Background: an optimization exercise with open tools, aiming at small area. Do not read the settings as production practice. Only the layout flow was run in this run; the RTL was not checked for function there. Power and IR drop assume default switching activity.

## design/flow/design.v

```verilog
module hdr_lane #(parameter [1:0] IR = 2'd0) (
    input  wire       clk,
    input  wire       rst,
    input  wire       tick,
    input  wire       btn,
    output reg  [8:0] yc,
    output wire [2:0] code       
    );
    reg       mtb;               
    reg       dir;               
    reg [1:0] cs;                
    reg [1:0] rs;                
    always @(posedge clk) begin
        if (rst | mtb | btn) begin
            yc  <= 9'd50;
            mtb <= 1'b0;
            cs  <= rs;
        end else if (yc >= 9'd460)
            mtb <= 1'b1;
        else begin
            if (yc == 9'd15) dir <= 1'b1;
            if (tick) yc <= dir ? yc + {1'b0, cs} + 9'd3 : yc - 9'd1;
            rs <= rs + 2'd1;
        end
        if (rst) begin
            rs  <= IR;
            dir <= 1'b0;
        end
    end
    assign code = (yc >= 9'd391 && yc <= 9'd409) ? 3'd5 :
                  (yc >= 9'd351 && yc <= 9'd449) ? 3'd3 :
                  (yc >= 9'd321)                 ? 3'd1 : 3'd0;
endmodule
module hdr_acc (
    input  wire       clk,
    input  wire       rst,
    input  wire [4:0] h,         
    output reg  [3:0] d5, d4, d3, d2, d1,
    output reg  [2:0] d0h        
    );
    reg m;
    function automatic [5:0] T_S2(input [4:0] i);
        case (i)
            5'd0: T_S2 = 6'd0;
            5'd1: T_S2 = 6'd1;
            5'd2: T_S2 = 6'd2;
            5'd3: T_S2 = 6'd3;
            5'd4: T_S2 = 6'd4;
            5'd5: T_S2 = 6'd5;
            5'd6: T_S2 = 6'd6;
            5'd7: T_S2 = 6'd7;
            5'd8: T_S2 = 6'd8;
            5'd9: T_S2 = 6'd9;
            5'd10: T_S2 = 6'd16;
            5'd11: T_S2 = 6'd17;
            5'd12: T_S2 = 6'd18;
            5'd13: T_S2 = 6'd19;
            5'd14: T_S2 = 6'd20;
            5'd15: T_S2 = 6'd21;
            5'd16: T_S2 = 6'd22;
            5'd17: T_S2 = 6'd23;
            5'd18: T_S2 = 6'd24;
            5'd19: T_S2 = 6'd25;
            5'd20: T_S2 = 6'd32;
            5'd21: T_S2 = 6'd33;
            5'd22: T_S2 = 6'd34;
            5'd23: T_S2 = 6'd35;
            5'd24: T_S2 = 6'd36;
            5'd25: T_S2 = 6'd37;
            5'd26: T_S2 = 6'd38;
            5'd27: T_S2 = 6'd39;
            5'd28: T_S2 = 6'd40;
            5'd29: T_S2 = 6'd41;
            5'd30: T_S2 = 6'd0;
            5'd31: T_S2 = 6'd0;
        endcase
    endfunction
    function automatic [4:0] T_D3(input [5:0] i);
        case (i)
            6'd0: T_D3 = 5'd0;
            6'd1: T_D3 = 5'd1;
            6'd2: T_D3 = 5'd2;
            6'd3: T_D3 = 5'd3;
            6'd4: T_D3 = 5'd4;
            6'd5: T_D3 = 5'd5;
            6'd6: T_D3 = 5'd6;
            6'd7: T_D3 = 5'd7;
            6'd8: T_D3 = 5'd8;
            6'd9: T_D3 = 5'd9;
            6'd10: T_D3 = 5'd0;
            6'd11: T_D3 = 5'd0;
            6'd12: T_D3 = 5'd0;
            6'd13: T_D3 = 5'd0;
            6'd14: T_D3 = 5'd0;
            6'd15: T_D3 = 5'd0;
            6'd16: T_D3 = 5'd1;
            6'd17: T_D3 = 5'd2;
            6'd18: T_D3 = 5'd3;
            6'd19: T_D3 = 5'd4;
            6'd20: T_D3 = 5'd5;
            6'd21: T_D3 = 5'd6;
            6'd22: T_D3 = 5'd7;
            6'd23: T_D3 = 5'd8;
            6'd24: T_D3 = 5'd9;
            6'd25: T_D3 = 5'd16;
            6'd26: T_D3 = 5'd0;
            6'd27: T_D3 = 5'd0;
            6'd28: T_D3 = 5'd0;
            6'd29: T_D3 = 5'd0;
            6'd30: T_D3 = 5'd0;
            6'd31: T_D3 = 5'd0;
            6'd32: T_D3 = 5'd2;
            6'd33: T_D3 = 5'd3;
            6'd34: T_D3 = 5'd4;
            6'd35: T_D3 = 5'd5;
            6'd36: T_D3 = 5'd6;
            6'd37: T_D3 = 5'd7;
            6'd38: T_D3 = 5'd8;
            6'd39: T_D3 = 5'd9;
            6'd40: T_D3 = 5'd16;
            6'd41: T_D3 = 5'd17;
            6'd42: T_D3 = 5'd0;
            6'd43: T_D3 = 5'd0;
            6'd44: T_D3 = 5'd0;
            6'd45: T_D3 = 5'd0;
            6'd46: T_D3 = 5'd0;
            6'd47: T_D3 = 5'd0;
            6'd48: T_D3 = 5'd3;
            6'd49: T_D3 = 5'd4;
            6'd50: T_D3 = 5'd5;
            6'd51: T_D3 = 5'd6;
            6'd52: T_D3 = 5'd7;
            6'd53: T_D3 = 5'd8;
            6'd54: T_D3 = 5'd9;
            6'd55: T_D3 = 5'd16;
            6'd56: T_D3 = 5'd17;
            6'd57: T_D3 = 5'd18;
            6'd58: T_D3 = 5'd0;
            6'd59: T_D3 = 5'd0;
            6'd60: T_D3 = 5'd0;
            6'd61: T_D3 = 5'd0;
            6'd62: T_D3 = 5'd0;
            6'd63: T_D3 = 5'd0;
        endcase
    endfunction
    function automatic [4:0] T_INC(input [4:0] i);
        case (i)
            5'd0: T_INC = 5'd0;
            5'd1: T_INC = 5'd1;
            5'd2: T_INC = 5'd2;
            5'd3: T_INC = 5'd3;
            5'd4: T_INC = 5'd4;
            5'd5: T_INC = 5'd5;
            5'd6: T_INC = 5'd6;
            5'd7: T_INC = 5'd7;
            5'd8: T_INC = 5'd8;
            5'd9: T_INC = 5'd9;
            5'd10: T_INC = 5'd0;
            5'd11: T_INC = 5'd0;
            5'd12: T_INC = 5'd0;
            5'd13: T_INC = 5'd0;
            5'd14: T_INC = 5'd0;
            5'd15: T_INC = 5'd0;
            5'd16: T_INC = 5'd1;
            5'd17: T_INC = 5'd2;
            5'd18: T_INC = 5'd3;
            5'd19: T_INC = 5'd4;
            5'd20: T_INC = 5'd5;
            5'd21: T_INC = 5'd6;
            5'd22: T_INC = 5'd7;
            5'd23: T_INC = 5'd8;
            5'd24: T_INC = 5'd9;
            5'd25: T_INC = 5'd16;
            5'd26: T_INC = 5'd0;
            5'd27: T_INC = 5'd0;
            5'd28: T_INC = 5'd0;
            5'd29: T_INC = 5'd0;
            5'd30: T_INC = 5'd0;
            5'd31: T_INC = 5'd0;
        endcase
    endfunction
    function automatic [6:0] T_LO(input [6:0] i);
        case (i)
            7'd0: T_LO = 7'd18;
            7'd1: T_LO = 7'd19;
            7'd2: T_LO = 7'd20;
            7'd3: T_LO = 7'd24;
            7'd4: T_LO = 7'd25;
            7'd5: T_LO = 7'd0;
            7'd6: T_LO = 7'd0;
            7'd7: T_LO = 7'd0;
            7'd8: T_LO = 7'd26;
            7'd9: T_LO = 7'd27;
            7'd10: T_LO = 7'd28;
            7'd11: T_LO = 7'd32;
            7'd12: T_LO = 7'd33;
            7'd13: T_LO = 7'd0;
            7'd14: T_LO = 7'd0;
            7'd15: T_LO = 7'd0;
            7'd16: T_LO = 7'd34;
            7'd17: T_LO = 7'd35;
            7'd18: T_LO = 7'd36;
            7'd19: T_LO = 7'd40;
            7'd20: T_LO = 7'd41;
            7'd21: T_LO = 7'd0;
            7'd22: T_LO = 7'd0;
            7'd23: T_LO = 7'd0;
            7'd24: T_LO = 7'd42;
            7'd25: T_LO = 7'd43;
            7'd26: T_LO = 7'd44;
            7'd27: T_LO = 7'd48;
            7'd28: T_LO = 7'd49;
            7'd29: T_LO = 7'd0;
            7'd30: T_LO = 7'd0;
            7'd31: T_LO = 7'd0;
            7'd32: T_LO = 7'd50;
            7'd33: T_LO = 7'd51;
            7'd34: T_LO = 7'd52;
            7'd35: T_LO = 7'd56;
            7'd36: T_LO = 7'd57;
            7'd37: T_LO = 7'd0;
            7'd38: T_LO = 7'd0;
            7'd39: T_LO = 7'd0;
            7'd40: T_LO = 7'd58;
            7'd41: T_LO = 7'd59;
            7'd42: T_LO = 7'd60;
            7'd43: T_LO = 7'd64;
            7'd44: T_LO = 7'd65;
            7'd45: T_LO = 7'd0;
            7'd46: T_LO = 7'd0;
            7'd47: T_LO = 7'd0;
            7'd48: T_LO = 7'd66;
            7'd49: T_LO = 7'd67;
            7'd50: T_LO = 7'd68;
            7'd51: T_LO = 7'd72;
            7'd52: T_LO = 7'd73;
            7'd53: T_LO = 7'd0;
            7'd54: T_LO = 7'd0;
            7'd55: T_LO = 7'd0;
            7'd56: T_LO = 7'd74;
            7'd57: T_LO = 7'd75;
            7'd58: T_LO = 7'd76;
            7'd59: T_LO = 7'd0;
            7'd60: T_LO = 7'd1;
            7'd61: T_LO = 7'd0;
            7'd62: T_LO = 7'd0;
            7'd63: T_LO = 7'd0;
            7'd64: T_LO = 7'd2;
            7'd65: T_LO = 7'd3;
            7'd66: T_LO = 7'd4;
            7'd67: T_LO = 7'd8;
            7'd68: T_LO = 7'd9;
            7'd69: T_LO = 7'd0;
            7'd70: T_LO = 7'd0;
            7'd71: T_LO = 7'd0;
            7'd72: T_LO = 7'd10;
            7'd73: T_LO = 7'd11;
            7'd74: T_LO = 7'd12;
            7'd75: T_LO = 7'd16;
            7'd76: T_LO = 7'd17;
            7'd77: T_LO = 7'd0;
            7'd78: T_LO = 7'd0;
            7'd79: T_LO = 7'd0;
            7'd80: T_LO = 7'd0;
            7'd81: T_LO = 7'd0;
            7'd82: T_LO = 7'd0;
            7'd83: T_LO = 7'd0;
            7'd84: T_LO = 7'd0;
            7'd85: T_LO = 7'd0;
            7'd86: T_LO = 7'd0;
            7'd87: T_LO = 7'd0;
            7'd88: T_LO = 7'd0;
            7'd89: T_LO = 7'd0;
            7'd90: T_LO = 7'd0;
            7'd91: T_LO = 7'd0;
            7'd92: T_LO = 7'd0;
            7'd93: T_LO = 7'd0;
            7'd94: T_LO = 7'd0;
            7'd95: T_LO = 7'd0;
            7'd96: T_LO = 7'd0;
            7'd97: T_LO = 7'd0;
            7'd98: T_LO = 7'd0;
            7'd99: T_LO = 7'd0;
            7'd100: T_LO = 7'd0;
            7'd101: T_LO = 7'd0;
            7'd102: T_LO = 7'd0;
            7'd103: T_LO = 7'd0;
            7'd104: T_LO = 7'd0;
            7'd105: T_LO = 7'd0;
            7'd106: T_LO = 7'd0;
            7'd107: T_LO = 7'd0;
            7'd108: T_LO = 7'd0;
            7'd109: T_LO = 7'd0;
            7'd110: T_LO = 7'd0;
            7'd111: T_LO = 7'd0;
            7'd112: T_LO = 7'd0;
            7'd113: T_LO = 7'd0;
            7'd114: T_LO = 7'd0;
            7'd115: T_LO = 7'd0;
            7'd116: T_LO = 7'd0;
            7'd117: T_LO = 7'd0;
            7'd118: T_LO = 7'd0;
            7'd119: T_LO = 7'd0;
            7'd120: T_LO = 7'd0;
            7'd121: T_LO = 7'd0;
            7'd122: T_LO = 7'd0;
            7'd123: T_LO = 7'd0;
            7'd124: T_LO = 7'd0;
            7'd125: T_LO = 7'd0;
            7'd126: T_LO = 7'd0;
            7'd127: T_LO = 7'd0;
        endcase
    endfunction
    function automatic [5:0] T_W(input [6:0] i);
        case (i)
            7'd0: T_W = 6'd0;
            7'd1: T_W = 6'd0;
            7'd2: T_W = 6'd0;
            7'd3: T_W = 6'd0;
            7'd4: T_W = 6'd0;
            7'd5: T_W = 6'd0;
            7'd6: T_W = 6'd1;
            7'd7: T_W = 6'd2;
            7'd8: T_W = 6'd3;
            7'd9: T_W = 6'd4;
            7'd10: T_W = 6'd0;
            7'd11: T_W = 6'd0;
            7'd12: T_W = 6'd0;
            7'd13: T_W = 6'd0;
            7'd14: T_W = 6'd0;
            7'd15: T_W = 6'd0;
            7'd16: T_W = 6'd0;
            7'd17: T_W = 6'd0;
            7'd18: T_W = 6'd0;
            7'd19: T_W = 6'd0;
            7'd20: T_W = 6'd0;
            7'd21: T_W = 6'd0;
            7'd22: T_W = 6'd0;
            7'd23: T_W = 6'd1;
            7'd24: T_W = 6'd2;
            7'd25: T_W = 6'd3;
            7'd26: T_W = 6'd0;
            7'd27: T_W = 6'd0;
            7'd28: T_W = 6'd0;
            7'd29: T_W = 6'd0;
            7'd30: T_W = 6'd0;
            7'd31: T_W = 6'd0;
            7'd32: T_W = 6'd5;
            7'd33: T_W = 6'd6;
            7'd34: T_W = 6'd7;
            7'd35: T_W = 6'd8;
            7'd36: T_W = 6'd9;
            7'd37: T_W = 6'd16;
            7'd38: T_W = 6'd17;
            7'd39: T_W = 6'd18;
            7'd40: T_W = 6'd19;
            7'd41: T_W = 6'd20;
            7'd42: T_W = 6'd0;
            7'd43: T_W = 6'd0;
            7'd44: T_W = 6'd0;
            7'd45: T_W = 6'd0;
            7'd46: T_W = 6'd0;
            7'd47: T_W = 6'd0;
            7'd48: T_W = 6'd4;
            7'd49: T_W = 6'd5;
            7'd50: T_W = 6'd6;
            7'd51: T_W = 6'd7;
            7'd52: T_W = 6'd8;
            7'd53: T_W = 6'd9;
            7'd54: T_W = 6'd16;
            7'd55: T_W = 6'd17;
            7'd56: T_W = 6'd18;
            7'd57: T_W = 6'd19;
            7'd58: T_W = 6'd0;
            7'd59: T_W = 6'd0;
            7'd60: T_W = 6'd0;
            7'd61: T_W = 6'd0;
            7'd62: T_W = 6'd0;
            7'd63: T_W = 6'd0;
            7'd64: T_W = 6'd21;
            7'd65: T_W = 6'd22;
            7'd66: T_W = 6'd23;
            7'd67: T_W = 6'd24;
            7'd68: T_W = 6'd25;
            7'd69: T_W = 6'd32;
            7'd70: T_W = 6'd33;
            7'd71: T_W = 6'd34;
            7'd72: T_W = 6'd35;
            7'd73: T_W = 6'd36;
            7'd74: T_W = 6'd0;
            7'd75: T_W = 6'd0;
            7'd76: T_W = 6'd0;
            7'd77: T_W = 6'd0;
            7'd78: T_W = 6'd0;
            7'd79: T_W = 6'd0;
            7'd80: T_W = 6'd20;
            7'd81: T_W = 6'd21;
            7'd82: T_W = 6'd22;
            7'd83: T_W = 6'd23;
            7'd84: T_W = 6'd24;
            7'd85: T_W = 6'd25;
            7'd86: T_W = 6'd32;
            7'd87: T_W = 6'd33;
            7'd88: T_W = 6'd34;
            7'd89: T_W = 6'd35;
            7'd90: T_W = 6'd0;
            7'd91: T_W = 6'd0;
            7'd92: T_W = 6'd0;
            7'd93: T_W = 6'd0;
            7'd94: T_W = 6'd0;
            7'd95: T_W = 6'd0;
            7'd96: T_W = 6'd37;
            7'd97: T_W = 6'd38;
            7'd98: T_W = 6'd39;
            7'd99: T_W = 6'd40;
            7'd100: T_W = 6'd41;
            7'd101: T_W = 6'd0;
            7'd102: T_W = 6'd0;
            7'd103: T_W = 6'd0;
            7'd104: T_W = 6'd0;
            7'd105: T_W = 6'd0;
            7'd106: T_W = 6'd0;
            7'd107: T_W = 6'd0;
            7'd108: T_W = 6'd0;
            7'd109: T_W = 6'd0;
            7'd110: T_W = 6'd0;
            7'd111: T_W = 6'd0;
            7'd112: T_W = 6'd36;
            7'd113: T_W = 6'd37;
            7'd114: T_W = 6'd38;
            7'd115: T_W = 6'd39;
            7'd116: T_W = 6'd40;
            7'd117: T_W = 6'd41;
            7'd118: T_W = 6'd0;
            7'd119: T_W = 6'd0;
            7'd120: T_W = 6'd0;
            7'd121: T_W = 6'd0;
            7'd122: T_W = 6'd0;
            7'd123: T_W = 6'd0;
            7'd124: T_W = 6'd0;
            7'd125: T_W = 6'd0;
            7'd126: T_W = 6'd0;
            7'd127: T_W = 6'd0;
        endcase
    endfunction
    wire [4:0] s2 = {1'b0, d2} + h;                          
    wire [5:0] t2 = T_S2(s2);
    wire [3:0] u2 = t2[3:0];
    wire [1:0] c2 = t2[5:4];
    wire [4:0] t3 = T_D3({c2, d3});
    wire [3:0] u3 = t3[3:0];
    wire [4:0] t4 = T_INC({t3[4], d4});
    wire [3:0] u4 = t4[3:0];
    wire [4:0] t5 = T_INC({t4[4], d5});
    wire [3:0] u5 = t5[3:0];
    wire       um = m | t5[4];
    wire       b    = ~(d1 > 4'd7 || (d1 == 4'd7 && d0h >= 3'd3));    
    wire       u45  = u4[2] & u4[0];
    wire       wrap = um & (u45 | (u4[2] & (u3[3] & (u3[0] | (u2 >= 4'd5 + {3'b0, b})))));
    wire [1:0] k    = u45 ? 2'd2 : {1'b0, u3[0]};
    wire [5:0] wv   = T_W({k, b, u2});
    wire [6:0] lo   = T_LO({d1, d0h});
    always @(posedge clk) begin
        if (rst) begin
            m <= 1'b0; d5 <= 4'd0; d4 <= 4'd0; d3 <= 4'd0; d2 <= 4'd0; d1 <= 4'd0; d0h <= 3'd0;
        end else if (wrap) begin
            m <= 1'b0; d5 <= 4'd0; d4 <= 4'd0; d3 <= {2'b0, wv[5:4]}; d2 <= wv[3:0];
            {d1, d0h} <= lo;
        end else begin
            m <= um; d5 <= u5; d4 <= u4; d3 <= u3; d2 <= u2;
        end
    end
endmodule
module hdr_shapes (
    input  wire [9:0] x,
    input  wire [9:0] y,
    input  wire [8:0] ycl, ycd, ycu, ycr,
    output wire       fall,
    output wire       tgt
    );
    function automatic [0:0] T_D(input [8:0] i);
        case (i)
            9'd0: T_D = 1'd1;
            9'd1: T_D = 1'd1;
            9'd2: T_D = 1'd1;
            9'd3: T_D = 1'd1;
            9'd4: T_D = 1'd1;
            9'd5: T_D = 1'd1;
            9'd6: T_D = 1'd1;
            9'd7: T_D = 1'd1;
            9'd8: T_D = 1'd1;
            9'd9: T_D = 1'd1;
            9'd10: T_D = 1'd1;
            9'd11: T_D = 1'd1;
            9'd12: T_D = 1'd0;
            9'd13: T_D = 1'd0;
            9'd14: T_D = 1'd0;
            9'd15: T_D = 1'd0;
            9'd16: T_D = 1'd0;
            9'd17: T_D = 1'd0;
            9'd18: T_D = 1'd0;
            9'd19: T_D = 1'd0;
            9'd20: T_D = 1'd1;
            9'd21: T_D = 1'd1;
            9'd22: T_D = 1'd1;
            9'd23: T_D = 1'd1;
            9'd24: T_D = 1'd1;
            9'd25: T_D = 1'd1;
            9'd26: T_D = 1'd1;
            9'd27: T_D = 1'd1;
            9'd28: T_D = 1'd1;
            9'd29: T_D = 1'd1;
            9'd30: T_D = 1'd1;
            9'd31: T_D = 1'd1;
            9'd32: T_D = 1'd1;
            9'd33: T_D = 1'd1;
            9'd34: T_D = 1'd1;
            9'd35: T_D = 1'd1;
            9'd36: T_D = 1'd1;
            9'd37: T_D = 1'd1;
            9'd38: T_D = 1'd1;
            9'd39: T_D = 1'd1;
            9'd40: T_D = 1'd1;
            9'd41: T_D = 1'd1;
            9'd42: T_D = 1'd1;
            9'd43: T_D = 1'd0;
            9'd44: T_D = 1'd0;
            9'd45: T_D = 1'd0;
            9'd46: T_D = 1'd0;
            9'd47: T_D = 1'd0;
            9'd48: T_D = 1'd0;
            9'd49: T_D = 1'd0;
            9'd50: T_D = 1'd0;
            9'd51: T_D = 1'd0;
            9'd52: T_D = 1'd1;
            9'd53: T_D = 1'd1;
            9'd54: T_D = 1'd1;
            9'd55: T_D = 1'd1;
            9'd56: T_D = 1'd1;
            9'd57: T_D = 1'd1;
            9'd58: T_D = 1'd1;
            9'd59: T_D = 1'd1;
            9'd60: T_D = 1'd1;
            9'd61: T_D = 1'd1;
            9'd62: T_D = 1'd1;
            9'd63: T_D = 1'd1;
            9'd64: T_D = 1'd1;
            9'd65: T_D = 1'd1;
            9'd66: T_D = 1'd1;
            9'd67: T_D = 1'd1;
            9'd68: T_D = 1'd1;
            9'd69: T_D = 1'd1;
            9'd70: T_D = 1'd1;
            9'd71: T_D = 1'd1;
            9'd72: T_D = 1'd1;
            9'd73: T_D = 1'd1;
            9'd74: T_D = 1'd0;
            9'd75: T_D = 1'd0;
            9'd76: T_D = 1'd0;
            9'd77: T_D = 1'd0;
            9'd78: T_D = 1'd0;
            9'd79: T_D = 1'd0;
            9'd80: T_D = 1'd0;
            9'd81: T_D = 1'd0;
            9'd82: T_D = 1'd0;
            9'd83: T_D = 1'd0;
            9'd84: T_D = 1'd1;
            9'd85: T_D = 1'd1;
            9'd86: T_D = 1'd1;
            9'd87: T_D = 1'd1;
            9'd88: T_D = 1'd1;
            9'd89: T_D = 1'd1;
            9'd90: T_D = 1'd1;
            9'd91: T_D = 1'd1;
            9'd92: T_D = 1'd1;
            9'd93: T_D = 1'd1;
            9'd94: T_D = 1'd1;
            9'd95: T_D = 1'd1;
            9'd96: T_D = 1'd1;
            9'd97: T_D = 1'd1;
            9'd98: T_D = 1'd1;
            9'd99: T_D = 1'd1;
            9'd100: T_D = 1'd1;
            9'd101: T_D = 1'd1;
            9'd102: T_D = 1'd1;
            9'd103: T_D = 1'd1;
            9'd104: T_D = 1'd1;
            9'd105: T_D = 1'd0;
            9'd106: T_D = 1'd0;
            9'd107: T_D = 1'd0;
            9'd108: T_D = 1'd0;
            9'd109: T_D = 1'd0;
            9'd110: T_D = 1'd0;
            9'd111: T_D = 1'd0;
            9'd112: T_D = 1'd0;
            9'd113: T_D = 1'd0;
            9'd114: T_D = 1'd0;
            9'd115: T_D = 1'd0;
            9'd116: T_D = 1'd1;
            9'd117: T_D = 1'd1;
            9'd118: T_D = 1'd1;
            9'd119: T_D = 1'd1;
            9'd120: T_D = 1'd1;
            9'd121: T_D = 1'd1;
            9'd122: T_D = 1'd1;
            9'd123: T_D = 1'd1;
            9'd124: T_D = 1'd1;
            9'd125: T_D = 1'd1;
            9'd126: T_D = 1'd1;
            9'd127: T_D = 1'd1;
            9'd128: T_D = 1'd1;
            9'd129: T_D = 1'd1;
            9'd130: T_D = 1'd1;
            9'd131: T_D = 1'd1;
            9'd132: T_D = 1'd1;
            9'd133: T_D = 1'd1;
            9'd134: T_D = 1'd1;
            9'd135: T_D = 1'd1;
            9'd136: T_D = 1'd0;
            9'd137: T_D = 1'd0;
            9'd138: T_D = 1'd0;
            9'd139: T_D = 1'd0;
            9'd140: T_D = 1'd0;
            9'd141: T_D = 1'd0;
            9'd142: T_D = 1'd0;
            9'd143: T_D = 1'd0;
            9'd144: T_D = 1'd0;
            9'd145: T_D = 1'd0;
            9'd146: T_D = 1'd0;
            9'd147: T_D = 1'd0;
            9'd148: T_D = 1'd1;
            9'd149: T_D = 1'd1;
            9'd150: T_D = 1'd1;
            9'd151: T_D = 1'd1;
            9'd152: T_D = 1'd1;
            9'd153: T_D = 1'd1;
            9'd154: T_D = 1'd1;
            9'd155: T_D = 1'd1;
            9'd156: T_D = 1'd1;
            9'd157: T_D = 1'd1;
            9'd158: T_D = 1'd1;
            9'd159: T_D = 1'd1;
            9'd160: T_D = 1'd1;
            9'd161: T_D = 1'd1;
            9'd162: T_D = 1'd1;
            9'd163: T_D = 1'd1;
            9'd164: T_D = 1'd1;
            9'd165: T_D = 1'd1;
            9'd166: T_D = 1'd1;
            9'd167: T_D = 1'd0;
            9'd168: T_D = 1'd0;
            9'd169: T_D = 1'd0;
            9'd170: T_D = 1'd0;
            9'd171: T_D = 1'd0;
            9'd172: T_D = 1'd0;
            9'd173: T_D = 1'd0;
            9'd174: T_D = 1'd0;
            9'd175: T_D = 1'd0;
            9'd176: T_D = 1'd0;
            9'd177: T_D = 1'd0;
            9'd178: T_D = 1'd0;
            9'd179: T_D = 1'd0;
            9'd180: T_D = 1'd1;
            9'd181: T_D = 1'd1;
            9'd182: T_D = 1'd1;
            9'd183: T_D = 1'd1;
            9'd184: T_D = 1'd1;
            9'd185: T_D = 1'd1;
            9'd186: T_D = 1'd1;
            9'd187: T_D = 1'd1;
            9'd188: T_D = 1'd1;
            9'd189: T_D = 1'd1;
            9'd190: T_D = 1'd1;
            9'd191: T_D = 1'd1;
            9'd192: T_D = 1'd1;
            9'd193: T_D = 1'd1;
            9'd194: T_D = 1'd1;
            9'd195: T_D = 1'd1;
            9'd196: T_D = 1'd1;
            9'd197: T_D = 1'd1;
            9'd198: T_D = 1'd0;
            9'd199: T_D = 1'd0;
            9'd200: T_D = 1'd0;
            9'd201: T_D = 1'd0;
            9'd202: T_D = 1'd0;
            9'd203: T_D = 1'd0;
            9'd204: T_D = 1'd0;
            9'd205: T_D = 1'd0;
            9'd206: T_D = 1'd0;
            9'd207: T_D = 1'd0;
            9'd208: T_D = 1'd0;
            9'd209: T_D = 1'd0;
            9'd210: T_D = 1'd0;
            9'd211: T_D = 1'd0;
            9'd212: T_D = 1'd0;
            9'd213: T_D = 1'd0;
            9'd214: T_D = 1'd0;
            9'd215: T_D = 1'd0;
            9'd216: T_D = 1'd0;
            9'd217: T_D = 1'd0;
            9'd218: T_D = 1'd0;
            9'd219: T_D = 1'd0;
            9'd220: T_D = 1'd0;
            9'd221: T_D = 1'd0;
            9'd222: T_D = 1'd0;
            9'd223: T_D = 1'd0;
            9'd224: T_D = 1'd1;
            9'd225: T_D = 1'd1;
            9'd226: T_D = 1'd1;
            9'd227: T_D = 1'd1;
            9'd228: T_D = 1'd1;
            9'd229: T_D = 1'd0;
            9'd230: T_D = 1'd0;
            9'd231: T_D = 1'd0;
            9'd232: T_D = 1'd0;
            9'd233: T_D = 1'd0;
            9'd234: T_D = 1'd0;
            9'd235: T_D = 1'd0;
            9'd236: T_D = 1'd0;
            9'd237: T_D = 1'd0;
            9'd238: T_D = 1'd0;
            9'd239: T_D = 1'd0;
            9'd240: T_D = 1'd0;
            9'd241: T_D = 1'd0;
            9'd242: T_D = 1'd0;
            9'd243: T_D = 1'd0;
            9'd244: T_D = 1'd0;
            9'd245: T_D = 1'd0;
            9'd246: T_D = 1'd0;
            9'd247: T_D = 1'd0;
            9'd248: T_D = 1'd0;
            9'd249: T_D = 1'd0;
            9'd250: T_D = 1'd0;
            9'd251: T_D = 1'd0;
            9'd252: T_D = 1'd0;
            9'd253: T_D = 1'd0;
            9'd254: T_D = 1'd0;
            9'd255: T_D = 1'd0;
            9'd256: T_D = 1'd1;
            9'd257: T_D = 1'd1;
            9'd258: T_D = 1'd1;
            9'd259: T_D = 1'd1;
            9'd260: T_D = 1'd0;
            9'd261: T_D = 1'd0;
            9'd262: T_D = 1'd0;
            9'd263: T_D = 1'd0;
            9'd264: T_D = 1'd0;
            9'd265: T_D = 1'd0;
            9'd266: T_D = 1'd0;
            9'd267: T_D = 1'd0;
            9'd268: T_D = 1'd0;
            9'd269: T_D = 1'd0;
            9'd270: T_D = 1'd0;
            9'd271: T_D = 1'd0;
            9'd272: T_D = 1'd0;
            9'd273: T_D = 1'd0;
            9'd274: T_D = 1'd0;
            9'd275: T_D = 1'd0;
            9'd276: T_D = 1'd0;
            9'd277: T_D = 1'd0;
            9'd278: T_D = 1'd0;
            9'd279: T_D = 1'd0;
            9'd280: T_D = 1'd0;
            9'd281: T_D = 1'd0;
            9'd282: T_D = 1'd0;
            9'd283: T_D = 1'd0;
            9'd284: T_D = 1'd0;
            9'd285: T_D = 1'd0;
            9'd286: T_D = 1'd0;
            9'd287: T_D = 1'd0;
            9'd288: T_D = 1'd1;
            9'd289: T_D = 1'd1;
            9'd290: T_D = 1'd1;
            9'd291: T_D = 1'd0;
            9'd292: T_D = 1'd0;
            9'd293: T_D = 1'd0;
            9'd294: T_D = 1'd0;
            9'd295: T_D = 1'd0;
            9'd296: T_D = 1'd0;
            9'd297: T_D = 1'd0;
            9'd298: T_D = 1'd0;
            9'd299: T_D = 1'd0;
            9'd300: T_D = 1'd0;
            9'd301: T_D = 1'd0;
            9'd302: T_D = 1'd0;
            9'd303: T_D = 1'd0;
            9'd304: T_D = 1'd0;
            9'd305: T_D = 1'd0;
            9'd306: T_D = 1'd0;
            9'd307: T_D = 1'd0;
            9'd308: T_D = 1'd0;
            9'd309: T_D = 1'd0;
            9'd310: T_D = 1'd0;
            9'd311: T_D = 1'd0;
            9'd312: T_D = 1'd0;
            9'd313: T_D = 1'd0;
            9'd314: T_D = 1'd0;
            9'd315: T_D = 1'd0;
            9'd316: T_D = 1'd0;
            9'd317: T_D = 1'd0;
            9'd318: T_D = 1'd0;
            9'd319: T_D = 1'd0;
            9'd320: T_D = 1'd0;
            9'd321: T_D = 1'd0;
            9'd322: T_D = 1'd0;
            9'd323: T_D = 1'd0;
            9'd324: T_D = 1'd0;
            9'd325: T_D = 1'd0;
            9'd326: T_D = 1'd0;
            9'd327: T_D = 1'd0;
            9'd328: T_D = 1'd0;
            9'd329: T_D = 1'd0;
            9'd330: T_D = 1'd0;
            9'd331: T_D = 1'd0;
            9'd332: T_D = 1'd0;
            9'd333: T_D = 1'd0;
            9'd334: T_D = 1'd0;
            9'd335: T_D = 1'd0;
            9'd336: T_D = 1'd0;
            9'd337: T_D = 1'd0;
            9'd338: T_D = 1'd0;
            9'd339: T_D = 1'd0;
            9'd340: T_D = 1'd0;
            9'd341: T_D = 1'd0;
            9'd342: T_D = 1'd0;
            9'd343: T_D = 1'd0;
            9'd344: T_D = 1'd0;
            9'd345: T_D = 1'd0;
            9'd346: T_D = 1'd0;
            9'd347: T_D = 1'd0;
            9'd348: T_D = 1'd0;
            9'd349: T_D = 1'd0;
            9'd350: T_D = 1'd0;
            9'd351: T_D = 1'd0;
            9'd352: T_D = 1'd0;
            9'd353: T_D = 1'd0;
            9'd354: T_D = 1'd0;
            9'd355: T_D = 1'd0;
            9'd356: T_D = 1'd0;
            9'd357: T_D = 1'd0;
            9'd358: T_D = 1'd0;
            9'd359: T_D = 1'd0;
            9'd360: T_D = 1'd0;
            9'd361: T_D = 1'd0;
            9'd362: T_D = 1'd0;
            9'd363: T_D = 1'd0;
            9'd364: T_D = 1'd0;
            9'd365: T_D = 1'd0;
            9'd366: T_D = 1'd0;
            9'd367: T_D = 1'd0;
            9'd368: T_D = 1'd0;
            9'd369: T_D = 1'd0;
            9'd370: T_D = 1'd0;
            9'd371: T_D = 1'd0;
            9'd372: T_D = 1'd0;
            9'd373: T_D = 1'd0;
            9'd374: T_D = 1'd0;
            9'd375: T_D = 1'd0;
            9'd376: T_D = 1'd0;
            9'd377: T_D = 1'd0;
            9'd378: T_D = 1'd0;
            9'd379: T_D = 1'd0;
            9'd380: T_D = 1'd0;
            9'd381: T_D = 1'd0;
            9'd382: T_D = 1'd0;
            9'd383: T_D = 1'd0;
            9'd384: T_D = 1'd0;
            9'd385: T_D = 1'd0;
            9'd386: T_D = 1'd0;
            9'd387: T_D = 1'd0;
            9'd388: T_D = 1'd0;
            9'd389: T_D = 1'd0;
            9'd390: T_D = 1'd0;
            9'd391: T_D = 1'd0;
            9'd392: T_D = 1'd0;
            9'd393: T_D = 1'd0;
            9'd394: T_D = 1'd0;
            9'd395: T_D = 1'd0;
            9'd396: T_D = 1'd0;
            9'd397: T_D = 1'd0;
            9'd398: T_D = 1'd0;
            9'd399: T_D = 1'd0;
            9'd400: T_D = 1'd0;
            9'd401: T_D = 1'd0;
            9'd402: T_D = 1'd0;
            9'd403: T_D = 1'd0;
            9'd404: T_D = 1'd0;
            9'd405: T_D = 1'd0;
            9'd406: T_D = 1'd0;
            9'd407: T_D = 1'd0;
            9'd408: T_D = 1'd0;
            9'd409: T_D = 1'd0;
            9'd410: T_D = 1'd0;
            9'd411: T_D = 1'd0;
            9'd412: T_D = 1'd0;
            9'd413: T_D = 1'd0;
            9'd414: T_D = 1'd0;
            9'd415: T_D = 1'd0;
            9'd416: T_D = 1'd0;
            9'd417: T_D = 1'd0;
            9'd418: T_D = 1'd0;
            9'd419: T_D = 1'd0;
            9'd420: T_D = 1'd0;
            9'd421: T_D = 1'd0;
            9'd422: T_D = 1'd0;
            9'd423: T_D = 1'd0;
            9'd424: T_D = 1'd0;
            9'd425: T_D = 1'd0;
            9'd426: T_D = 1'd0;
            9'd427: T_D = 1'd0;
            9'd428: T_D = 1'd0;
            9'd429: T_D = 1'd0;
            9'd430: T_D = 1'd0;
            9'd431: T_D = 1'd0;
            9'd432: T_D = 1'd0;
            9'd433: T_D = 1'd0;
            9'd434: T_D = 1'd0;
            9'd435: T_D = 1'd0;
            9'd436: T_D = 1'd0;
            9'd437: T_D = 1'd0;
            9'd438: T_D = 1'd0;
            9'd439: T_D = 1'd0;
            9'd440: T_D = 1'd0;
            9'd441: T_D = 1'd0;
            9'd442: T_D = 1'd0;
            9'd443: T_D = 1'd0;
            9'd444: T_D = 1'd0;
            9'd445: T_D = 1'd0;
            9'd446: T_D = 1'd0;
            9'd447: T_D = 1'd0;
            9'd448: T_D = 1'd0;
            9'd449: T_D = 1'd0;
            9'd450: T_D = 1'd0;
            9'd451: T_D = 1'd0;
            9'd452: T_D = 1'd0;
            9'd453: T_D = 1'd0;
            9'd454: T_D = 1'd0;
            9'd455: T_D = 1'd0;
            9'd456: T_D = 1'd0;
            9'd457: T_D = 1'd0;
            9'd458: T_D = 1'd0;
            9'd459: T_D = 1'd0;
            9'd460: T_D = 1'd0;
            9'd461: T_D = 1'd0;
            9'd462: T_D = 1'd0;
            9'd463: T_D = 1'd0;
            9'd464: T_D = 1'd0;
            9'd465: T_D = 1'd0;
            9'd466: T_D = 1'd0;
            9'd467: T_D = 1'd0;
            9'd468: T_D = 1'd0;
            9'd469: T_D = 1'd0;
            9'd470: T_D = 1'd0;
            9'd471: T_D = 1'd0;
            9'd472: T_D = 1'd0;
            9'd473: T_D = 1'd0;
            9'd474: T_D = 1'd0;
            9'd475: T_D = 1'd0;
            9'd476: T_D = 1'd0;
            9'd477: T_D = 1'd0;
            9'd478: T_D = 1'd0;
            9'd479: T_D = 1'd0;
            9'd480: T_D = 1'd0;
            9'd481: T_D = 1'd0;
            9'd482: T_D = 1'd0;
            9'd483: T_D = 1'd0;
            9'd484: T_D = 1'd0;
            9'd485: T_D = 1'd0;
            9'd486: T_D = 1'd0;
            9'd487: T_D = 1'd0;
            9'd488: T_D = 1'd0;
            9'd489: T_D = 1'd0;
            9'd490: T_D = 1'd0;
            9'd491: T_D = 1'd0;
            9'd492: T_D = 1'd0;
            9'd493: T_D = 1'd0;
            9'd494: T_D = 1'd0;
            9'd495: T_D = 1'd0;
            9'd496: T_D = 1'd0;
            9'd497: T_D = 1'd0;
            9'd498: T_D = 1'd0;
            9'd499: T_D = 1'd0;
            9'd500: T_D = 1'd0;
            9'd501: T_D = 1'd0;
            9'd502: T_D = 1'd0;
            9'd503: T_D = 1'd0;
            9'd504: T_D = 1'd0;
            9'd505: T_D = 1'd0;
            9'd506: T_D = 1'd0;
            9'd507: T_D = 1'd0;
            9'd508: T_D = 1'd0;
            9'd509: T_D = 1'd0;
            9'd510: T_D = 1'd0;
            9'd511: T_D = 1'd0;
        endcase
    endfunction
    function automatic [8:0] T_X(input [5:0] i);
        case (i)
            6'd0: T_X = 9'd500;
            6'd1: T_X = 9'd469;
            6'd2: T_X = 9'd438;
            6'd3: T_X = 9'd407;
            6'd4: T_X = 9'd376;
            6'd5: T_X = 9'd345;
            6'd6: T_X = 9'd314;
            6'd7: T_X = 9'd283;
            6'd8: T_X = 9'd252;
            6'd9: T_X = 9'd221;
            6'd10: T_X = 9'd190;
            6'd11: T_X = 9'd159;
            6'd12: T_X = 9'd96;
            6'd13: T_X = 9'd65;
            6'd14: T_X = 9'd34;
            6'd15: T_X = 9'd3;
            6'd16: T_X = 9'd4;
            6'd17: T_X = 9'd37;
            6'd18: T_X = 9'd70;
            6'd19: T_X = 9'd103;
            6'd20: T_X = 9'd136;
            6'd21: T_X = 9'd169;
            6'd22: T_X = 9'd202;
            6'd23: T_X = 9'd235;
            6'd24: T_X = 9'd268;
            6'd25: T_X = 9'd301;
            6'd26: T_X = 9'd334;
            6'd27: T_X = 9'd367;
            6'd28: T_X = 9'd400;
            6'd29: T_X = 9'd433;
            6'd30: T_X = 9'd466;
            6'd31: T_X = 9'd499;
            6'd32: T_X = 9'd433;
            6'd33: T_X = 9'd400;
            6'd34: T_X = 9'd367;
            6'd35: T_X = 9'd334;
            6'd36: T_X = 9'd301;
            6'd37: T_X = 9'd268;
            6'd38: T_X = 9'd235;
            6'd39: T_X = 9'd202;
            6'd40: T_X = 9'd169;
            6'd41: T_X = 9'd136;
            6'd42: T_X = 9'd103;
            6'd43: T_X = 9'd70;
            6'd44: T_X = 9'd37;
            6'd45: T_X = 9'd4;
            6'd46: T_X = 9'd3;
            6'd47: T_X = 9'd34;
            6'd48: T_X = 9'd65;
            6'd49: T_X = 9'd96;
            6'd50: T_X = 9'd159;
            6'd51: T_X = 9'd190;
            6'd52: T_X = 9'd221;
            6'd53: T_X = 9'd252;
            6'd54: T_X = 9'd283;
            6'd55: T_X = 9'd314;
            6'd56: T_X = 9'd345;
            6'd57: T_X = 9'd376;
            6'd58: T_X = 9'd407;
            6'd59: T_X = 9'd438;
            6'd60: T_X = 9'd469;
            6'd61: T_X = 9'd500;
            6'd62: T_X = 9'd499;
            6'd63: T_X = 9'd466;
        endcase
    endfunction
    wire [8:0] xt = T_X(x[5:0]);
    wire [3:0] ux = xt[8:5];
    wire [4:0] bx = xt[4:0];
    wire lane_ok = (x[9:8] == 2'b00) & (x[7] ? (x[6:5] == 2'b00) : (x[6:5] != 2'b00));
    wire horiz = ~x[6];
    reg [8:0] ycs;
    always @(*) begin
        case (x[6:5])
            2'b01: ycs = ycl;
            2'b10: ycs = ycd;
            2'b11: ycs = ycu;
            default: ycs = ycr;
        endcase
    end
    wire [8:0] dy = y[8:0] - ycs;
    wire dy_ok = (dy[8:4] == 5'b00000) | (dy[8:4] == 5'b11111);
    wire [3:0] uy = dy[4] ? ~dy[3:0] : dy[3:0];
    wire [4:0] by = x[5] ? ~dy[4:0] : dy[4:0];      
    wire [3:0] fu = horiz ? uy : ux;
    wire [4:0] fb = horiz ? bx : by;
    assign fall = lane_ok & dy_ok & T_D({fu, fb});
    wire dyt_ok = (y[9:5] == 5'b01100);
    wire [3:0] uyt = y[4] ? y[3:0] : ~y[3:0];
    wire [4:0] byt = x[5] ? {y[4], ~y[3:0]} : {~y[4], y[3:0]};
    wire [3:0] tu = horiz ? uyt : ux;
    wire [4:0] tb = horiz ? bx : byt;
    assign tgt = lane_ok & dyt_ok & T_D({tu, tb});
endmodule
module hdr_digits (
    input  wire [9:0] x,
    input  wire [9:0] y,
    input  wire [3:0] d5, d4, d3, d2, d1,
    input  wire [2:0] d0h,
    output wire       digit_px
    );
    wire [3:0] d0 = {d0h, 1'b0};
    wire [5:0] hc, lc, rc;
    genvar gk;
    generate
        for (gk = 0; gk < 6; gk = gk + 1) begin : col
            assign hc[gk] = (x > 570 - gk * 35) && (x < 600 - gk * 35);
            assign lc[gk] = (x > 570 - gk * 35) && (x < 573 - gk * 35);
            assign rc[gk] = (x > 597 - gk * 35) && (x < 600 - gk * 35);
        end
    endgenerate
    wire [3:0] dsel = ({4{hc[0]}} & d0) | ({4{hc[1]}} & d1) | ({4{hc[2]}} & d2) |
                      ({4{hc[3]}} & d3) | ({4{hc[4]}} & d4) | ({4{hc[5]}} & d5);
    wire yT  = (y == 10'd38) | (y == 10'd39);
    wire yM  = (y == 10'd68) | (y == 10'd69);
    wire yB  = (y == 10'd98) | (y == 10'd99);
    wire yU  = (y > 10'd37) && (y < 10'd67);
    wire y67 = (y == 10'd67);
    wire yL  = (y > 10'd67) && (y < 10'd100);
    function automatic [8:0] T_SEG(input [3:0] i);
        case (i)
            4'd0: T_SEG = 9'd383;
            4'd1: T_SEG = 9'd56;
            4'd2: T_SEG = 9'd481;
            4'd3: T_SEG = 9'd504;
            4'd4: T_SEG = 9'd188;
            4'd5: T_SEG = 9'd460;
            4'd6: T_SEG = 9'd463;
            4'd7: T_SEG = 9'd312;
            4'd8: T_SEG = 9'd511;
            4'd9: T_SEG = 9'd444;
            4'd10: T_SEG = 9'd0;
            4'd11: T_SEG = 9'd0;
            4'd12: T_SEG = 9'd0;
            4'd13: T_SEG = 9'd0;
            4'd14: T_SEG = 9'd0;
            4'd15: T_SEG = 9'd0;
        endcase
    endfunction
    wire [8:0] sg = T_SEG(dsel);    
    assign digit_px = (|hc & ((yT & sg[8]) | (yM & sg[7]) | (yB & sg[6]))) |
                      (|rc & ((yU & sg[5]) | (y67 & sg[4]) | (yL & sg[3]))) |
                      (|lc & ((yU & sg[2]) | (y67 & sg[1]) | (yL & sg[0])));
endmodule
module hdr_core(
    input  wire       clk,
    input  wire       rst,         
    input  wire       pix_stb,     
    input  wire       animate,     
    input  wire [9:0] x,           
    input  wire [9:0] y,           
    input  wire       btnL,        
    input  wire       btnD,
    input  wire       btnU,
    input  wire       btnR,
    input  wire       pause,       
    output wire [2:0] vgaRed,
    output wire [2:0] vgaGreen,
    output wire [2:0] vgaBlue
    );
    wire tick = animate & pix_stb;
    wire [8:0] ycl, ycd, ycu, ycr;
    wire [2:0] cl, cd, cu, cr;
    hdr_lane #(.IR(2'd3)) laneL (.clk(clk), .rst(rst), .tick(tick), .btn(btnL), .yc(ycl), .code(cl));
    hdr_lane #(.IR(2'd0)) laneD (.clk(clk), .rst(rst), .tick(tick), .btn(btnD), .yc(ycd), .code(cd));
    hdr_lane #(.IR(2'd2)) laneU (.clk(clk), .rst(rst), .tick(tick), .btn(btnU), .yc(ycu), .code(cu));
    hdr_lane #(.IR(2'd1)) laneR (.clk(clk), .rst(rst), .tick(tick), .btn(btnR), .yc(ycr), .code(cr));
    reg [4:0] h;
    always @(posedge clk)
        h <= (btnL ? {2'b0, cl} : 5'd0) + (btnD ? {2'b0, cd} : 5'd0) +
             (btnU ? {2'b0, cu} : 5'd0) + (btnR ? {2'b0, cr} : 5'd0);
    wire [3:0] d5, d4, d3, d2, d1;
    wire [2:0] d0h;
    hdr_acc acc (.clk(clk), .rst(rst), .h(h), .d5(d5), .d4(d4), .d3(d3), .d2(d2), .d1(d1), .d0h(d0h));
    wire fall, tgt, digit_px;
    hdr_shapes shapes (.x(x), .y(y), .ycl(ycl), .ycd(ycd), .ycu(ycu), .ycr(ycr), .fall(fall), .tgt(tgt));
    hdr_digits digits (.x(x), .y(y), .d5(d5), .d4(d4), .d3(d3), .d2(d2), .d1(d1), .d0h(d0h),
                       .digit_px(digit_px));
    reg r, g, bl;
    wire av = ~pause & fall;
    always @(posedge clk) begin
        bl <= av | tgt | digit_px;
        r  <= av | tgt | (digit_px & ~rst & r);
        g  <= av ? (~rst & g) : (tgt | digit_px);
    end
    assign vgaRed   = {3{r}};
    assign vgaGreen = {3{g}};
    assign vgaBlue  = {3{bl}};
endmodule
```

## design/flow/run.sh

```bash
#!/bin/bash
# synth_recipe.tcl (not shown) runs the flow's synth.tcl, then flattens the netlist and writes it again
# the make line also repeats each setting of config.mk as NAME=value (left out here)
make -C /OpenROAD-flow-scripts/flow DESIGN_CONFIG=/design/flow/config.mk WORK_HOME=/design/flow/orfs CLKGATE_MAP_FILE= SYNTH_SCRIPT=/design/flow/synth_recipe.tcl finish
```

## design/flow/config.mk

```make
export PLATFORM = sky130hd
export DESIGN_NAME = hdr_core
export DESIGN_NICKNAME = hdr_core
export VERILOG_FILES = /design/flow/design.v
export SDC_FILE = /design/flow/constraint.sdc
export NUM_CORES = 4
export LEC_CHECK = 0
export CAP_MARGIN = 20
export CORE_MARGIN = 2
export CORE_UTILIZATION = 60
export CTS_BUF_LIST = sky130_fd_sc_hd__clkbuf_8
export SLEW_MARGIN = 20
```

## design/flow/constraint.sdc

```tcl
create_clock -name core_clock -period 20.0 [get_ports {clk}]
set_input_delay 4.0000 -clock core_clock [delete_from_list [all_inputs] [get_ports {clk}]]
set_output_delay 4.0000 -clock core_clock [all_outputs]
set_load 0.01 [all_outputs]
```

==> flow_summary_export.csv <==
group,metric,value,unit
run_status,status,"timing/DRC/antenna clean",
floorplanning,start_util,60.97,%
critical_path,path_cells,"clkdlybuf4s50_1 -> inv_1 -> ha_1 -> a2111oi_0 -> or2_2 -> a222oi_1 -> and3_1 -> ha_1 -> a21oi_1 -> mux2i_1 -> a32oi_1 -> a21oi_1 -> nor4b_1 -> a41oi_1",
pwr,seq_power_share,46.1,%
pwr,vdd_drop_max,0.03863,mV
clocking,cts_tree,"done",
critical_path,startpoint_type,"input pin",
timing,fin_crit_sh,41.28,%
placed_design,io_buffers,37,
critical_path,crit_type,"input pin to flip-flop",
floorplanning,die_h,130.8,um
grt,antenna_found_initial,0,
logic_synthesis,synth.top_cells.by_count,"nor2_1 (115), nand2_1 (111), ha_1 (98)",
timing,tightest_slew,0.9959,ns
cells_and_area,layout.nets,1367,
route,drc,0,
timing,setup_ws,11.74,ns
timing,skew,0.01623,ns
critical_path,critPathLaunch,"x[3]",
floorplanning,die_area,17120,um^2
cells_and_area,multi_input_area,6988,um^2
logic_synthesis,ys_ff_latch,92,
job,cap_violations,0,
route,drtIter0Drc,685,
placed_design,pre_cts_ws,11.28,ns
cells_and_area,regArea,1922,um^2
worst_hold_path,hp-class,"flip-flop to flip-flop",
timing,drv_slew,0,
critical_path,slowest_delay,0.91,ns
cells_and_area,n_fill_cell,1451,
route,post_drt_via_cell_ratio,6.225,
logic_synthesis,syn_avg_cell_area,7.659,um^2
pwr,power.internal,0.2896,mW
critical_path,critPathCaptureType,"flip-flop",
pwr,pwr-share-clk,32.5,%
route,vias,9020,
clocking,cts_root_buf,"clkbuf_8",
timing,max_slew_margin,33.04,%
critical_path,worstPathMaxFanout,19,
timing,whs,0.4670,ns
logic_synthesis,yosysUniqueCellTypes,84,
route,dr.pass1.iters,5,
critical_path,r2r_end,"acc.d5[2]",
logic_synthesis,yosysSeqAreaShare,19.91,%
cells_and_area,fin_area,10140,um^2
clocking,clkSlewWorstSetupHoldPaths,0.10,ns
floorplanning,fp-row-count,46,
clocking,clock-sinks,92,
critical_path,r2r_setup_slack,14.70,ns
clocking,cts_setup_buffers,0,
logic_synthesis,yosys-top-cells-area,"dfxtp_1 (17%), ha_1 (13%), a21oi_1 (4.7%)",
timing,max_freq,121.1,MHz
cells_and_area,n_antenna_cell,0,
clocking,clock_latency,0.39,ns
critical_path,cp-endpoint,"g",
placed_design,dp_hpwl,17.91,mm
grt,grt_pass1_vias,7933,
placed_design,dpl_cell_area,9930,um^2
logic_synthesis,syn_nets,1399,
grt,grt_max_degree,55,
timing,min_period,8.257,ns
pwr,p_switching,0.1306,mW
critical_path,crit_arrival,8.49,ns
logic_synthesis,synth_top_area_cell,"dfxtp_1",
pwr,p_leak,3.961,nW
logic_synthesis,async_reset_ff_share,0,%
logic_synthesis,synth_top_cell_area_share,17.43,%
clocking,clk_path_buf_depth,2,
grt,grt_overflow,0,
grt,track_usage,28.21,%
route,detail_route.wl_per_cell,16.58,um
floorplanning,ios,38,
critical_path,critPathSlowestCell,"clkdlybuf4s50_1",
logic_synthesis,synth_edf_count,8,
cells_and_area,area_delta_synth_final,5.043,%
pwr,pwr-share-comb,21.4,%
route,ant_nets,0,
placed_design,dp.cells,1433,
clocking,cts_resized,0,
placed_design,place_congestion,0.9370,
timing,hold_viol,0,
route,routed_wl,24.02,mm
logic_synthesis,netlist_instances,1260,
pwr,power,0.4202,mW
cells_and_area,fin_cells,1449,
grt,grt_pass1_wl,39.16,mm
clocking,cts_hold_buf,0,
timing,setup_viol,0,
critical_path,reg2reg_depth,14,
pwr,p_per_area,41.45,nW/um^2
cells_and_area,fin_util,64.05,%
logic_synthesis,ys.flop_type,"dfxtp_1",
logic_synthesis,yosys_warnings,8,
floorplanning,coreArea,15830,um^2
critical_path,required,20.24,ns
pwr,switching_share,31.07,%
clocking,cts_buffers,9,
floorplanning,chipWidth,130.8,um
timing,rsz0062_at_grt,"no",
logic_synthesis,synth_area,9651,um^2
critical_path,reg2reg_from,"acc.d2[0]",
clocking,ctsHtreeMaxLevel,3,
logic_synthesis,yosys.cell_count.top_type,"nor2_1",
timing,fin_tns_setup,0,ns
cells_and_area,layout-drive-gt1-share,5.272,%
placed cells by master (no fill, tap or decap), types with 17 or more instances in the layout:
cell and instances:
dfxtp_1 84, xnor2_1 24, nand2b_1 21, nand4_1 17, nor2_1 115, o21ai_0 50
or3_1 29, inv_1 88, a21oi_1 91, nor2b_1 23, nand3_1 42, clkdlybuf4s50_1 35
ha_1 98, nor3_1 41, nand2_1 111, xor2_1 18, a31oi_1 19, nor4_1 17
layer usage:
metal	part of all wire, %	up-vias	routed length [um]	global-route usage [%]
met5	0	-	0	0
met4	1.4	0	344	7.196
met3	5.9	33	1406	3.094
met2	44	292	10620	43.81
met1	49	4238	11650	41.89
li1	-	4457	-	-
layout make-up:
class	instances	area share (%)
clock buffers	10	1.358
clock inverters	6	0.6788
inverters	94	3.481
multi-input cells	989	68.93
flip-flops and latches	92	18.96
well taps	216	2.666
repair buffers	42	3.925
worst max-delay path, delay by kind of cell:
family	cells	cell delay (ns)
compound gates	6	1.38
buf+inv	2	1.27
simple gates	3	1.01
fa+ha+maj	2	0.72
mux	1	0.08
power by group through the flow:
stage	logic (mW)	clock network [mW]	registers, mW
final	0.0898	0.136	0.194
after global routing	0.0998	0.144	0.194
after CTS	0.0885	0.138	0.194
after detailed placement	0.0878	0	0.198
after global placement	0.0870	0	0.198
after floorplan	0.0648	0	0.196
flip-flops by register name (all words and copies together) (netlist names), 3 cells and up:
name	flops
acc.d1	4
h	5
acc.d3	4
laneD.yc	9
acc.d0h	3
laneL.yc	9
laneU.yc	9
acc.d2	4
acc.d5	4
laneR.yc	9
acc.d4	4
how the worst min path moves through the flow:
stage | from | end | slack (ns) | cells after the start
after global placement | laneL.rs[1] | laneL.cs[1] | 0.44 | 0
after global routing | laneU.rs[1] | laneU.cs[1] | 0.49 | 0
final | laneL.rs[1] | laneL.cs[1] | 0.47 | 0
after floorplan | laneL.rs[1] | laneL.cs[1] | 0.42 | 0
after CTS | laneU.rs[1] | laneU.cs[1] | 0.47 | 0
after detailed placement | laneU.rs[1] | laneU.cs[1] | 0.45 | 0
kinds of logic after synthesis:
group           share of synthesized area (%)
compound gates                          22.05
xor+xnor                                5.329
fa+ha+maj                               15.20
buf+inv                                 7.688
flops                                   19.91
mux                                     4.499
simple gates                            25.32

[port drivers added, routing unchanged]
The results above use ideal ports. As a check the final layout listed here was re-extracted and re-timed, cells and wires unchanged. Step 1: set_driving_cell puts a clkbuf_16 on clk and a buf_2 on each other input, an assumption about the parent block. Step 2, shift: input delay + t, output delay - t, t = (earliest + latest rising clock arrival at the registers) / 2. This alone moves slack from input paths to output paths. Slacks: ideal / step 1 / step 2; pairs: ideal / step 1.
t (ns): 0.417
setup slack, ns: 11.743 / 11.756 / 11.339
worst register clock-pin slew, ns: 0.10 / 0.10
worst slew at a driven data input, ns: 0.04
cell pins on the clock port's net: 1
After both steps setup and hold are still met in this run. For this run, drivers alone change the setup slack by +0.013 ns; drivers and shift together by -0.404 ns.
